From an optimization exercise on the open Yosys and OpenROAD flow, aimed at a short achievable clock period and few clock cycles; shortcuts taken in it are not production practice.
Only simulation tests tie the RTL to the original design; equivalence was not proved.
Power and IR drop assume default switching activity.

== JK ==
==> flow/design.v <==
module ks_add #(parameter W = 32)
(
  input  [W-1:0] a,
  input  [W-1:0] b,
  input          cin,
  output [W-1:0] s
);
  localparam L = 5;               
  wire [W-1:0] g [0:L];
  wire [W-1:0] p [0:L];
  wire [W-1:0] h = a ^ b;
  assign g[0] = (a & b) | {{(W-1){1'b0}}, h[0] & cin};
  assign p[0] = h;
  genvar i, k;
  generate
    for (k = 0; k < L; k = k + 1) begin : g_lvl
      for (i = 0; i < W; i = i + 1) begin : g_bit
        if (i >= (1 << k)) begin : g_comb
          assign g[k+1][i] = g[k][i] | (p[k][i] & g[k][i-(1<<k)]);
          assign p[k+1][i] = p[k][i] & p[k][i-(1<<k)];
        end else begin : g_pass
          assign g[k+1][i] = g[k][i];
          assign p[k+1][i] = p[k][i];
        end
      end
    end
  endgenerate
  wire [W-1:0] c = {g[L][W-2:0], cin};
  assign s = h ^ c;
endmodule
module MIPS
(
input clk_m,
input reset_m,
input  [31:0] mem_rdata,
output [31:0] mem_addr,
output [31:0] mem_wdata,
output        mem_we
);
localparam [31:0] RESET_PC = 32'h0040_0000;
reg  [31:0] addr_q;              
reg         we_q;
reg  [31:0] rpc;                 
reg         m_act;               
reg         dv, xv;              
reg         wenR;                
reg  [31:1] rv;                  
reg  [31:0] wd_q;
reg         m_ld, m_wen;
reg  [4:0]  m_rd;
reg  [31:0] ir, dpc4;            
reg         dpred;               
reg  [31:0] xa, xb, xs, x_alt;   
reg         ldfA, ldfB;          
reg         fwS;                 
reg         ldnB;                
reg  [4:0]  x_rd;
reg         x_wen;
reg         x_sub, x_and, x_or, x_slt, x_ar;
reg         x_ld, x_st, x_br, x_bne, x_pred;
reg         x_n0, x_n1;          
reg  [31:0] R;
reg  [4:0]  rdR;
assign mem_addr  = addr_q;
assign mem_wdata = wd_q;
assign mem_we    = we_q;
reg  [31:1] rs_oh, rt_oh;
wire [31:0] rf [1:31];
genvar gi;
generate
  for (gi = 1; gi < 32; gi = gi + 1) begin : g_rf
    reg [31:0] q;
    always @(posedge clk_m) begin
      if (wenR && rdR == gi)
        q <= R;
    end
    always @(posedge clk_m or negedge reset_m) begin
      if (!reset_m)
        rv[gi] <= 1'b0;
      else if (wenR && rdR == gi)
        rv[gi] <= 1'b1;
    end
    assign rf[gi] = q;
  end
endgenerate
reg [31:0] rf_rs, rf_rt;
integer ri;
always @(*) begin
  rf_rs = 32'h0;
  rf_rt = 32'h0;
  for (ri = 1; ri < 32; ri = ri + 1) begin
    rf_rs = rf_rs | ({32{rs_oh[ri] & rv[ri]}} & rf[ri]);
    rf_rt = rf_rt | ({32{rt_oh[ri] & rv[ri]}} & rf[ri]);
  end
end
wire [5:0]  op  = ir[31:26];
wire [4:0]  rs  = ir[25:21];
wire [4:0]  rt  = ir[20:16];
wire [4:0]  rd  = ir[15:11];
wire [5:0]  fn  = ir[5:0];
wire [31:0] simm = {{16{ir[15]}}, ir[15:0]};
wire [31:0] zimm = {16'h0, ir[15:0]};
wire d_r    = (op == 6'h00);
wire d_j    = (op == 6'h02);
wire d_beq  = (op == 6'h04);
wire d_bne  = (op == 6'h05);
wire d_br   = d_beq | d_bne;
wire d_slti = (op == 6'h0a);
wire d_andi = (op == 6'h0c);
wire d_ori  = (op == 6'h0d);
wire d_lui  = (op == 6'h0f);
wire d_ld   = (op == 6'h23);
wire d_st   = (op == 6'h2b);
wire d_rsub = d_r & (fn == 6'h22 || fn == 6'h23);
wire d_rand = d_r & (fn == 6'h24);
wire d_ror  = d_r & (fn == 6'h25);
wire d_rslt = d_r & (fn == 6'h2a);
wire d_sub  = d_rsub | d_rslt | d_slti;
wire [4:0] d_dst = d_r ? rd : rt;
wire       d_wen = !(d_j | d_br | d_st) && d_dst != 5'd0;
reg         byp_s, byp_t;
wire [31:0] rs_v = byp_s ? R : rf_rs;
wire [31:0] rt_v = byp_t ? R : rf_rt;
wire        d_bimm = !(d_r | d_br);
wire [31:0] d_b    = d_lui ? {ir[15:0], 16'h0} :
                     (d_andi | d_ori) ? zimm :
                     d_bimm ? simm : rt_v;
wire [31:0] d_a    = d_lui ? 32'h0 : rs_v;
wire x_fw   = xv & x_wen;
wire d_mA   = x_fw & (x_rd == rs) & !d_lui;
wire d_mB   = x_fw & (x_rd == rt) & !d_bimm;
wire d_mS   = x_fw & (x_rd == rt);
wire [31:0] d_btgt = dpc4 + {simm[29:0], 2'b00};
wire        d_pred = dpred;
wire [31:0] sum;
ks_add #(32) u_sum (.a(xa), .b(xb), .cin(x_sub), .s(sum));
wire        lt  = (xa[31] == xb[31]) ? xa[31] : sum[31];    
wire [31:0] lg  = ({32{x_and}} & (xa & xb)) | ({32{x_or}} & (xa | xb)) |
                  {31'b0, x_slt & lt};
wire [31:0] res = x_ar ? sum : lg;
wire        eq  = (xa == xb);
wire        mispred = xv & x_br & ((eq ^ x_bne) ^ x_pred);
wire        d_rdr    = dv & (d_j | d_pred);
wire        mis_skip = mispred & x_n1 & !d_rdr;
wire        mis_full = mispred & !x_n0 & !(x_n1 & !d_rdr);
wire        x_go    = xv & (x_ld | x_st);       
wire        x_alu   = xv & x_wen & !x_ld;       
wire [31:0] fpc4    = {addr_q[31:2] + 30'd1, 2'b00};
wire [5:0]  f_op    = mem_rdata[31:26];
wire        f_j     = (f_op == 6'h02);
wire        f_bp    = (f_op == 6'h04 || f_op == 6'h05) && f_short;
wire [31:0] f_jt    = {fpc4[31:28], mem_rdata[25:0], 2'b00};
wire        f_short = (&mem_rdata[15:3]) & (|fpc4[7:5]);
wire [5:0]  f_blo   = fpc4[7:2] + mem_rdata[5:0];
wire [31:0] f_bt    = {fpc4[31:8], f_blo, 2'b00};
wire        f_sel   = reset_m & !m_act & !x_go & !mis_full & (f_j | f_bp);
wire [31:0] f_raddr = f_j ? f_jt : f_bt;
wire [31:0] d_jtgt  = {dpc4[31:28], ir[25:0], 2'b00};
wire [31:0] resume  = (dv & d_j) ? d_jtgt : (dv & d_pred) ? d_btgt : rpc;
wire [31:0] a_early = !reset_m ? RESET_PC : m_act ? resume : x_go ? sum :
                      mis_full ? x_alt : fpc4;
wire [31:0] addr_n  = f_sel ? f_raddr : a_early;
wire        fA = x_alu & d_mA;
wire        fB = x_alu & d_mB;
wire [31:0] sum_b = sum ^ {32{d_sub}};
wire [31:0] lg_b  = lg ^ {32{d_sub}};
wire [31:0] db_b  = d_b ^ {32{d_sub}};
wire [31:0] xa_n = (fA & x_ar) ? sum   : fA ? lg   : d_a;
wire [31:0] xb_n = (fB & x_ar) ? sum_b : fB ? lg_b : db_b;
wire        wenR_n = m_act ? (m_ld ? m_wen : wenR) : (x_alu | wenR);
wire [4:0]  rdR_n  = m_act ? (m_ld ? m_rd : rdR) : (x_alu ? x_rd : rdR);
wire [4:0]  nrs    = m_act ? rs : mem_rdata[25:21];
wire [4:0]  nrt    = m_act ? rt : mem_rdata[20:16];
always @(posedge clk_m) begin
  byp_s <= wenR_n && rdR_n == nrs;
  byp_t <= wenR_n && rdR_n == nrt;
end
always @(posedge clk_m or negedge reset_m) begin
  if (!reset_m) begin
    m_act  <= 1'b0;
    dv     <= 1'b0;
    xv     <= 1'b0;
    wenR   <= 1'b0;
  end else begin
    if (m_act) begin
      m_act  <= 1'b0;
      if (m_ld)
        wenR <= m_wen;
    end else begin
      if (x_alu)
        wenR <= 1'b1;
      m_act  <= x_go;
      xv     <= dv & !mis_full & !mis_skip;
      dv     <= !mis_full;
    end
  end
end
always @(posedge clk_m) begin
  addr_q <= addr_n;
  we_q   <= reset_m & !m_act & x_go & x_st;
end
always @(posedge clk_m) begin
  wd_q <= fwS ? R : xs;
  if (m_act) begin
    if (m_ld) begin
      R   <= mem_rdata;
      rdR <= m_rd;
    end
    if (ldfA) xa <= mem_rdata;
    if (ldfB) xb <= ldnB ? ~mem_rdata : mem_rdata;
    ldfA <= 1'b0;
    ldfB <= 1'b0;
  end else begin
    if (x_alu) begin
      R   <= res;
      rdR <= x_rd;
    end
    m_ld  <= x_ld;
    m_rd  <= x_rd;
    m_wen <= x_wen;
    xa     <= xa_n;
    xb     <= xb_n;
    xs     <= rt_v;
    fwS    <= d_mS;
    ldfA   <= x_go & x_ld & x_wen & d_mA;
    ldfB   <= x_go & x_ld & x_wen & d_mB;
    ldnB   <= x_go & x_ld & x_wen & d_mB & d_sub;
    x_rd   <= d_dst;
    x_wen  <= d_wen;
    x_sub  <= d_sub;
    x_and  <= d_rand | d_andi;
    x_or   <= d_ror | d_ori;
    x_slt  <= d_rslt | d_slti;
    x_ar   <= !(d_rand | d_andi | d_ror | d_ori | d_rslt | d_slti);
    x_ld   <= d_ld;
    x_st   <= d_st;
    x_br   <= d_br;
    x_bne  <= d_bne;
    x_pred <= d_pred;
    x_n0   <= (ir[15:0] == 16'd0);
    x_n1   <= (ir[15:0] == 16'd1);
    x_alt  <= d_pred ? dpc4 : d_btgt;
    ir   <= mem_rdata;
    for (ri = 1; ri < 32; ri = ri + 1) begin
      rs_oh[ri] <= (mem_rdata[25:21] == ri);
      rt_oh[ri] <= (mem_rdata[20:16] == ri);
    end
    dpred <= f_bp;
    dpc4 <= fpc4;
    rpc  <= fpc4;
  end
end
endmodule
==> flow/config.mk <==
export PLATFORM = sky130hd
export DESIGN_NAME = MIPS
export DESIGN_NICKNAME = MIPS
export VERILOG_FILES = /design/flow/design.v
export SDC_FILE = /design/flow/constraint.sdc
export NUM_CORES = 4
export LEC_CHECK = 0
export CAP_MARGIN = 20
export CORE_MARGIN = 2
export CORE_UTILIZATION = 45
export SLEW_MARGIN = 20
==> flow/constraint.sdc <==
create_clock -name core_clock -period 10.0 [get_ports {clk_m}]
set_input_delay 2.0000 -clock core_clock [delete_from_list [all_inputs] [get_ports {clk_m}]]
set_output_delay 2.0000 -clock core_clock [all_outputs]
set_load 0.01 [all_outputs]
standard.sh (not shown) runs the stock make flow with config.mk's settings and CLKGATE_MAP_FILE= SYNTH_SCRIPT=/design/flow/synth_recipe.tcl, a recipe that flattens the netlist after the stock synthesis.
==> flow/flow/run.sh <==
#!/bin/bash
# Layout flow: the standard flow (standard synthesis, floorplan, placement,
# CTS, routing), with the timing repair steps aiming for extra setup slack so
# that the layout closes at a shorter period than the design's clock.
set -euo pipefail
MARGIN=$(cat flow/setup_margin.txt)
bash standard.sh SETUP_SLACK_MARGIN=$MARGIN finish > standard_flow.log 2>&1
==> flow/flow/setup_margin.txt <==
7.0
Testbench counts of JK, summed over its fixed seeds: cycles 22,004.
Input changes introduced in MS (baseline for comparison: JK):
--- a/flow/design.v
+++ b/flow/design.v
@@ -145,17 +145,25 @@
 wire        mis_full = mispred & !x_n0 & !(x_n1 & !d_rdr);
 wire        x_go    = xv & (x_ld | x_st);       
 wire        x_alu   = xv & x_wen & !x_ld;       
 wire [31:0] fpc4    = {addr_q[31:2] + 30'd1, 2'b00};
 wire [5:0]  f_op    = mem_rdata[31:26];
 wire        f_j     = (f_op == 6'h02);
-wire        f_bp    = (f_op == 6'h04 || f_op == 6'h05) && f_short;
+wire        f_bp    = (f_op == 6'h04 || f_op == 6'h05) && f_short && f_c6;
 wire [31:0] f_jt    = {fpc4[31:28], mem_rdata[25:0], 2'b00};
-wire        f_short = (&mem_rdata[15:3]) & (|fpc4[7:5]);
-wire [5:0]  f_blo   = fpc4[7:2] + mem_rdata[5:0];
-wire [31:0] f_bt    = {fpc4[31:8], f_blo, 2'b00};
+wire        f_short = &mem_rdata[15:6];
+wire [6:0]  f_blo   = {1'b0, fpc4[7:2]} + {1'b0, mem_rdata[5:0]};
+wire [63:0] f_ctab;
+genvar ck;
+generate
+  for (ck = 0; ck < 64; ck = ck + 1) begin : g_ctab
+    assign f_ctab[ck] = ({1'b0, fpc4[7:2]} + ck) >= 64;
+  end
+endgenerate
+wire        f_c6    = f_ctab[mem_rdata[5:0]];
+wire [31:0] f_bt    = {fpc4[31:8], f_blo[5:0], 2'b00};
 wire        f_sel   = reset_m & !m_act & !x_go & !mis_full & (f_j | f_bp);
 wire [31:0] f_raddr = f_j ? f_jt : f_bt;
 wire [31:0] d_jtgt  = {dpc4[31:28], ir[25:0], 2'b00};
 wire [31:0] resume  = (dv & d_j) ? d_jtgt : (dv & d_pred) ? d_btgt : rpc;
 wire [31:0] a_early = !reset_m ? RESET_PC : m_act ? resume : x_go ? sum :
                       mis_full ? x_alt : fpc4;
Notes after the runs:
MS completed; timing, DRC and antenna clean. MS vs. JK: sequential share of layout area dropped 0.92 points; minimum period implied by the final worst setup slack went up 0.074 ns. MS against JK: core footprint rose 1.3%, tap cell instance count went up, number of DRC violations after detailed-routing iteration 0 moved up, global-route met1 utilization went up 5.0 points. Max count of multi-input combinational gates across JK and MS: MS. | overall power of the completed layout | higher: MS |. The run with more routed wire is MS, not JK. MS vs JK on total length of routed met2 wires: MS is the higher one. In MS, the routed metal-1 wirelength came out 12 mm above the value in JK. Of JK and MS, the run reporting the higher total of cells resized after clock tree synthesis was MS. Higher clock-buffer cell count among JK and MS: MS. Die outline area: JK and MS compared, lower one is JK.
Testbench counts of MS, summed over its fixed seeds: cycles 21,962.

## port drivers added, routing unchanged
Ports are ideal in the flow. The routed layouts listed here were re-timed in OpenROAD.
Step 1 assumes that a clkbuf_16 drives the clock port and a buf_2 every other input.
Step 2 also shifts input and output timing later by t, the mid clock arrival at the registers, as if the neighbouring blocks saw the same clock.
Slacks: no drivers / after step 1 / after step 2; pairs: no drivers / after step 1.
| run | t (ns) | slack for setup (ns) | latest minus earliest clock arrival (ns) | worst slew at a driven data input, ns |
|---|---|---|---|---|
| JK | 0.897 | 6.508 / 6.508 / 5.773 | 0.044 / 0.044 | 0.12 |
| MS | 0.898 | 6.434 / 6.467 / 5.569 | 0.078 / 0.078 | 0.06 |
After both steps setup and hold are still met in every run listed. The setup slack of MS, which loses most, moves by +0.033 ns with the drivers and by -0.865 ns with both steps.
